This design comes from an exercise in tuning for small area, a short achievable clock period and few clock cycles on the open sky130 flow, not from production work.
The RTL was checked by simulation tests, not by an equivalence proof against the original design.
Power is estimated from default activity; no workload was simulated.

**design/flow/run.sh**
```bash
#!/bin/bash
# synth_recipe.tcl (not shown) runs the flow's synth.tcl, then flattens the netlist and writes it again
# the make line also repeats each setting of config.mk as NAME=value (left out here)
make -C /OpenROAD-flow-scripts/flow DESIGN_CONFIG=/design/flow/config.mk WORK_HOME=/design/flow/orfs CLKGATE_MAP_FILE= SYNTH_SCRIPT=/design/flow/synth_recipe.tcl finish
```
**design/flow/config.mk**
```make
export PLATFORM = sky130hd
export DESIGN_NAME = MipsProcessor
export DESIGN_NICKNAME = MipsProcessor
export VERILOG_FILES = /design/flow/design.v
export SDC_FILE = /design/flow/constraint.sdc
export NUM_CORES = 8
export LEC_CHECK = 0
export CAP_MARGIN = 20
export CORE_MARGIN = 2
export CORE_UTILIZATION = 45
export PLACE_DENSITY = 0.6
export SLEW_MARGIN = 20
```
**design/flow/constraint.sdc**
```tcl
create_clock -name core_clock -period 12.0 [get_ports {clk}]
set_input_delay 2.4000 -clock core_clock [delete_from_list [all_inputs] [get_ports {clk}]]
set_output_delay 2.4000 -clock core_clock [all_outputs]
set_load 0.01 [all_outputs]
```
**design/flow/design.v**
```verilog
module IfDecode(input [5:0] op, output jt, jal, jr);
	assign jt  = !op[5] && op[0] && !op[3] && (!op[1] || op[2]);    
	assign jal = !op[5] && op[2] && !op[3];
	assign jr  = !op[5] && op[1] && !op[2];
endmodule
module Controller(input [5:0] op, func, input jal, output rtype, useimm, regwrite, memread, memwrite, beq,
                  rdrs, rdrt, sub, andop, orop, slt);
	wire addi = !jal && !op[5] && op[3] && !op[4];
	wire slti = !jal && op[5] && op[0];
	wire lw   = !jal && op[5] && op[2] && !op[1];
	wire sw   = !jal && op[5] && op[1] && !op[0];
	assign beq    = !jal && !op[5] && op[4];
	assign rtype  = !jal && !op[5] && !op[0];
	assign useimm = addi || slti || lw || sw || jal;
	assign regwrite = rtype || addi || slti || lw || jal;
	assign memread  = lw;
	assign memwrite = sw;
	assign rdrs = rtype || addi || slti || lw || sw || beq;
	assign rdrt = rtype || sw || beq;
	assign sub   = rtype && func[4];
	assign andop = rtype && func[3];
	assign orop  = rtype && func[2];
	assign slt   = (rtype && func[1]) || slti;
endmodule
module HazardUnit(input d_valid, rdrs, rdrt, input [4:0] rs, rt, input e_memread, input [4:0] e_rd, output stall);
	assign stall = d_valid && e_memread && ((rdrs && rs == e_rd) || (rdrt && rt == e_rd));
endmodule
module ForwardUnit(input e_regwrite, input [4:0] e_rd, rs, rt, input jal, output fa, ft);
	assign fa = e_regwrite && (e_rd == rs) && !jal;
	assign ft = e_regwrite && (e_rd == rt);
endmodule
module RegFile(input clk, we, input [4:0] wa, input [31:0] wd, input [4:0] ra1, ra2, output reg [31:0] rd1, rd2);
	wire [32*32-1:0] q;
	assign q[31:0] = 32'd0;
	genvar k;
	generate
		for (k = 1; k < 32; k = k + 1) begin : r
			reg [31:0] v;
			always @(posedge clk)
				if (we && wa == k)
					v <= wd;
			assign q[k*32 +: 32] = v;
		end
	endgenerate
	integer i;
	always @(*) begin
		rd1 = 32'd0;
		rd2 = 32'd0;
		for (i = 1; i < 32; i = i + 1) begin
			rd1 = rd1 | ({32{ra1 == i}} & q[i*32 +: 32]);
			rd2 = rd2 | ({32{ra2 == i}} & q[i*32 +: 32]);
		end
	end
endmodule
module ALU(input [31:0] a, b, input sub, andop, orop, slt, output [31:0] out);
	wire [32:0] s = {1'b0, a} + {1'b0, b ^ {32{sub}}} + {32'd0, sub};
	wire lt = !s[32];
	assign out = andop ? (a & b) : orop ? (a | b) : slt ? {31'd0, lt} : s[31:0];
endmodule
module MipsProcessor(input clk, rst, output [31:0] imem_addr, input [31:0] imem_data,
                     output [31:0] dmem_addr, dmem_wdata, output dmem_we, dmem_re, input [31:0] dmem_rdata);
	reg  [31:0] pc;
	wire [31:0] pc1 = pc + 32'd1;
	wire [31:0] pc2 = {pc[31:1] + 31'd1, pc[0]};
	wire [5:0]  iop = imem_data[31:26];
	wire if_jt, if_jal, if_jr;
	IfDecode My_IfDecode(.op(iop), .jt(if_jt), .jal(if_jal), .jr(if_jr));
	wire stall, br_taken;
	wire [31:0] br_target;
	always @(posedge clk, posedge rst) begin
		if (rst)
			pc <= 32'd0;
		else if (!stall) begin
			if (br_taken)    pc <= br_target;
			else if (if_jt)  pc <= {pc1[31:26], imem_data[25:0]};
			else if (if_jr)  pc <= pc2;
			else             pc <= pc1;
		end
	end
	assign imem_addr = pc;
	reg        d_valid;
	reg        d_jal;
	reg [31:0] d_w;
	always @(posedge clk, posedge rst) begin
		if (rst)
			d_valid <= 1'b0;
		else if (!stall)
			d_valid <= !br_taken;
	end
	always @(posedge clk) begin
		if (!stall) begin
			d_jal <= if_jal;
			d_w   <= if_jal ? pc1 : imem_data;
		end
	end
	wire [4:0] d_rs = d_w[25:21];
	wire [4:0] d_rt = d_w[20:16];
	wire [4:0] d_rd = d_w[15:11];
	wire c_rtype, c_useimm, c_regwrite, c_memread, c_memwrite, c_beq, c_rdrs, c_rdrt, c_sub, c_and, c_or, c_slt;
	Controller My_Controller(.op(d_w[31:26]), .func(d_w[5:0]), .jal(d_jal), .rtype(c_rtype), .useimm(c_useimm),
	                         .regwrite(c_regwrite), .memread(c_memread), .memwrite(c_memwrite), .beq(c_beq),
	                         .rdrs(c_rdrs), .rdrt(c_rdrt), .sub(c_sub), .andop(c_and), .orop(c_or), .slt(c_slt));
	wire [4:0] d_dst = d_jal ? 5'd31 : (c_rtype ? d_rd : d_rt);
	wire        m_regwrite;
	wire [4:0]  m_rd;
	wire [31:0] m_wd;
	wire [31:0] rf1, rf2;
	RegFile My_RegFile(.clk(clk), .we(m_regwrite), .wa(m_rd), .wd(m_wd), .ra1(d_rs), .ra2(d_rt), .rd1(rf1), .rd2(rf2));
	wire byp1 = m_regwrite && (m_rd == d_rs);
	wire byp2 = m_regwrite && (m_rd == d_rt);
	wire [31:0] opa = d_jal ? d_w : (byp1 ? m_wd : rf1);
	wire [31:0] opb = byp2 ? m_wd : rf2;
	assign br_taken  = d_valid && c_beq && (rf1 == rf2) && !stall;
	assign br_target = pc + {15'd0, d_w[15], d_w[15:0]};
	reg        e_regwrite, e_memread, e_memwrite;
	reg [4:0]  e_rd;
	HazardUnit My_HazardUnit(.d_valid(d_valid), .rdrs(c_rdrs), .rdrt(c_rdrt), .rs(d_rs), .rt(d_rt),
	                         .e_memread(e_memread), .e_rd(e_rd), .stall(stall));
	wire fa, ft;
	ForwardUnit My_ForwardUnit(.e_regwrite(e_regwrite), .e_rd(e_rd), .rs(d_rs), .rt(d_rt), .jal(d_jal), .fa(fa), .ft(ft));
	reg [31:0] e_a, e_b;
	reg [16:0] e_imm;
	reg        e_fa, e_ra, e_fb, e_rb, e_ib, e_ft;
	reg        e_sub, e_and, e_or, e_slt;
	wire d_go = d_valid && !stall;
	always @(posedge clk, posedge rst) begin
		if (rst) begin
			e_regwrite <= 1'b0; e_memread <= 1'b0; e_memwrite <= 1'b0;
		end else begin
			e_regwrite <= d_go && c_regwrite && (d_dst != 5'd0);
			e_memread  <= d_go && c_memread;
			e_memwrite <= d_go && c_memwrite;
		end
	end
	always @(posedge clk) begin
		e_rd  <= d_dst;
		e_a   <= opa;
		e_b   <= opb;
		e_imm <= {d_w[15], d_w[15:0]};
		e_fa  <= fa;
		e_ra  <= !fa;
		e_ft  <= ft;
		e_fb  <= ft && !c_useimm;
		e_rb  <= !ft && !c_useimm;
		e_ib  <= c_useimm && !d_jal;
		e_sub <= c_sub | c_slt;
		e_and <= c_and;
		e_or  <= c_or;
		e_slt <= c_slt;
	end
	reg [31:0] m_res, m_sd;
	wire [31:0] a = ({32{e_fa}} & m_res) | ({32{e_ra}} & e_a);
	wire [31:0] b = ({32{e_fb}} & m_res) | ({32{e_rb}} & e_b) | ({32{e_ib}} & {15'd0, e_imm});
	wire [31:0] sd = e_ft ? m_res : e_b;
	wire [31:0] res;
	ALU My_ALU(.a(a), .b(b), .sub(e_sub), .andop(e_and), .orop(e_or), .slt(e_slt), .out(res));
	reg m_regwrite_r, m_memread, m_memwrite;
	reg [4:0] m_rd_r;
	always @(posedge clk, posedge rst) begin
		if (rst) begin
			m_regwrite_r <= 1'b0; m_memread <= 1'b0; m_memwrite <= 1'b0;
		end else begin
			m_regwrite_r <= e_regwrite; m_memread <= e_memread; m_memwrite <= e_memwrite;
		end
	end
	always @(posedge clk) begin
		m_rd_r <= e_rd;
		m_res  <= res;
		m_sd   <= sd;
	end
	assign m_regwrite = m_regwrite_r;
	assign m_rd = m_rd_r;
	assign m_wd = m_memread ? dmem_rdata : m_res;
	assign dmem_addr  = m_res;
	assign dmem_wdata = m_sd;
	assign dmem_we    = m_memwrite;
	assign dmem_re    = m_memread;
endmodule
```
==> results.txt <==
==> power breakdown <==
group	switching (mW)	internal, mW	total [mW]
clock	1.88	2.45	4.32
sequential	0.377	5.43	5.81
combinational	2.42	1.06	3.48
total	4.67	8.94	13.6
==> cell type report <==
type,instances,area [um^2],share of cell area [%]
Clock buffer,158,3560,5.34
Timing Repair Buffer,336,2940,4.42
Multi-Input combinational cell,3067,21600,32.5
Clock inverter,89,935,1.40
Sequential cell,1228,35000,52.6
Antenna cell,59,148,0.222
Tap cell,1662,2080,3.12
Inverter,75,282,0.423
==> critical path, cell delays in order, from the launching register on <==
cell	delay, ps
edfxtp_1	320
buf_4	250
buf_4	510
nand2_1	590
nor2_4	1030
buf_4	630
a22oi_1	180
nand4_1	130
nor4_1	130
xnor2_1	320
nor4_1	850
nand4_1	280
nor4_4	180
buf_4	450
mux2_2	390
o21ai_0	150
==> synthesized netlist by cell type (all sizes together), types with 50 or more instances <==
cell        n  share of area, %
edfxtp   1025                53
a22oi     683               8.9
and3      357               3.9
nor2      230               1.5
clkbuf    226               1.5
nand2     214               1.4
nand3     202               1.8
dfxtp     164               5.7
nand4     136               1.5
o21ai     130               1.1
buf       123               1.1
a21oi     113              0.98
a2111oi   108               1.7
mux2       98               1.9
xnor2      97               1.5
inv        74              0.48
xor2       74               1.1
mux2i      53              0.92
nor4       51              0.61
ha         50               1.1
==> logic make-up (layout without fill, tap and decap cells) <==
family / after synthesis / count (layout) / share of synthesized area [%]
simple gates: 1421 / 1421 / 13.4
flops: 1228 / 1228 / 60.8
other cells: 0 / 59 / 0
mux: 151 / 151 / 2.84
fa+ha+maj: 52 / 52 / 1.16
buf+inv: 424 / 658 / 3.05
compound gates: 1272 / 1272 / 16.2
xor+xnor: 171 / 171 / 2.60
==> state kept, by name, indices dropped and copies added (netlist names), 5 cells and up <==
signal / cells
d_w: 32
e_imm: 16
m_sd: 32
e_b: 32
m_res: 32
e_a: 32
m_rd_r: 5
pc: 32
e_rd: 5
My_RegFile.r.v: 992
==> metal layers <==
layer	GRT usage, %	vias to the layer above	share of wire (%)
li1	-	19196	-
met1	57.9	25529	34
met2	60.5	6405	38
met3	24.0	2068	18
met4	31.4	26	9.5
met5	1.04	-	0.15
==> through the flow <==
| step | utilization, % | hold slack [ps] | setup slack [ps] | std cells | area (um^2) |
|---|---|---|---|---|---|
| finish | 52.3 | 355 | 5380 | 6674 | 66600 |
| global route | 52.2 | 356 | 5620 | 6619 | 66500 |
| CTS | 52.2 | 356 | 5830 | 6614 | 66400 |
| detailed placement | 48.6 | 343 | 5870 | 6367 | 61900 |
| global placement | 48.6 | 333 | 5930 | 6366 | 61900 |
| floorplan | - | 331 | 7240 | 4719 | 57600 |
==> worst max-delay path by stage <==
stage              to  depth (start not counted)          start  slack [ps]
3_5_place_dp    pc[1]                         15        d_w[16]        5870
6_report        pc[1]                         15        d_w[16]        5380
2_1_floorplan  pc[24]                         13  imem_data[28]        7240
5_1_grt        pc[10]                         16        d_w[17]        5620
4_1_cts         pc[1]                         15        d_w[16]        5830
3_3_place_gp   pc[10]                         15        d_w[16]        5930
==> placed cells by master (no fill, tap or decap), types with 21 or more instances in the layout <==
cell and count:
and3_1 354, xor2_1 74, a2111oi_0 103, or4_1 37
dfrtp_1 38, dfxtp_1 163, clkbuf_16 138, a31oi_1 23
nor2_1 135, inv_1 73, clkinv_2 21, nand3_1 200
ha_1 50, clkdlybuf4s50_1 163, mux2i_1 53, xnor2_1 97
nand3b_1 27, o21ai_0 129, diode_2 59, buf_4 171
nor3_1 40, a222oi_1 35, nor2b_1 23, nor4_1 42
a21oi_1 113, nand2_1 213, nand4_1 136, mux2_2 98
edfxtp_1 1025, nor2_4 86, a22oi_1 683
==> impl_metrics.yaml <==
global_routing:
  grt_pass1_wl_um: 409000
  grt_overflow: 0
  grtUsageTotal_pct: 46.0
  first_global_vias: 47536
  antenna_found_initial: 40
  grt_max_degree: 75
drt:
  wl_per_cell_um: 46.5
  first_pass_iters: 12
  ant_nets: 0
  viasPerCell: 7.97
  drt_iter0_drc: 14179
  drc: 0
  drt-total-wl_um: 310000
  vias: 53224
worst_hold_path:
  holdPathStages: 0
  min_to: "m_memwrite"
  hold_class: "reg -> reg"
  min-delay-start: "e_memwrite"
timing:
  rsz0062_at_grt: "false"
  fin_crit_sh_pct: 55.2
  skew_ps: 53.9
  worst_slew_pin_slew_ps: 1390
  setup_tns_ps: 0
  drv_slew: 0
  finalHoldViolCount: 0
  setup_viol: 0
  relSlewSlack_pct: 6.32
  max_clock_freq_ghz: 0.151
  min_period_ps: 6620
critical_path:
  ff2ff_setup_slack_ps: 5380
  crit_type: "reg -> reg"
  r2r-end: "pc[1]"
  r2r_cells: 15
  end_kind: "flop"
  required_ps: 12710
  cp-start-kind: "flop"
  worstPathArrival_ps: 7340
  cp_max_fo: 37
  r2r_start: "d_w[16]"
power_and_ir_drop:
  peakVddDrop_mv: 0.153
  power_density_nw_per_um2: 204
  total_power_mw: 13.6
  static-leakage-power_nw: 23.5
final_layout:
  num-fill-cells: 10808
  area_delta_synth_final_pct: 15.6
  nets: 4961
  drive_above_1_share_pct: 12.9
cts:
  ctsResizeCount: 0
  cts.clk_slew.worst_paths_ps: 70
  cts_max_level: 4
  cts_tree: "built"
  insertion_delay_ps: 840
  clock_sinks: 1228
  post-cts-setup-buffers: 0
  cts_buffers: 135
  ctsRootBufferMaster: "clkbuf_16"
  clockBufferDepth: 3
  hold_buffers: 0
synthesis:
  syn_inst: 4719
  synth_nets: 4837
  avgSynthCellArea_um2: 12.2
  seq_area_frac_synth_pct: 60.8
  synth.distinct_cells: 84
  netlist_area_um2: 57600
  synth_edf_count: 1025
  ys_ff_latch: 1228
  synth_warnings: 2
  async_reset_ff_share_pct: 3.18
  synthFlopType: "edfxtp_1"
placed_design:
  port_buffers: 163
  place_congestion: 1.04
  dpl.hpwl_um: 188000
die:
  rows: 131
  pin_count: 164
  die_w_um: 362
  coreArea_um2: 127000
  initial_core_util_pct: 45.2
  die_h_um: 362
  dieArea_um2: 131000
run:
  drv_cap: 0
status:
  outcome: "no timing/DRC/antenna violations"
Testbench counts, summed over its fixed seeds: cycles 49,457.

## what the ideal ports hide
In the flow no input, the clock included, has a driving cell. The finished layout below was timed again as built, in two steps. Step 1: set_driving_cell puts a clkbuf_16 on clk and a buf_2 on each other input, an assumption about the parent block. Step 2, shift: input delay + t, output delay - t, t = (earliest + latest rising clock arrival at the registers) / 2. This alone moves slack from input paths to output paths. a / b / c = no drivers / after step 1 / after step 2; a / b = the first two.
shift t [ns]: 0.889
setup slack, ns: 5.379 / 5.379 / 5.379
slew at the worst register clock pin (ns): 0.07 / 0.07
After both steps this run still meets setup and hold. The setup slack of this run moves by 0.000 ns with the drivers and by 0.000 ns with both steps.
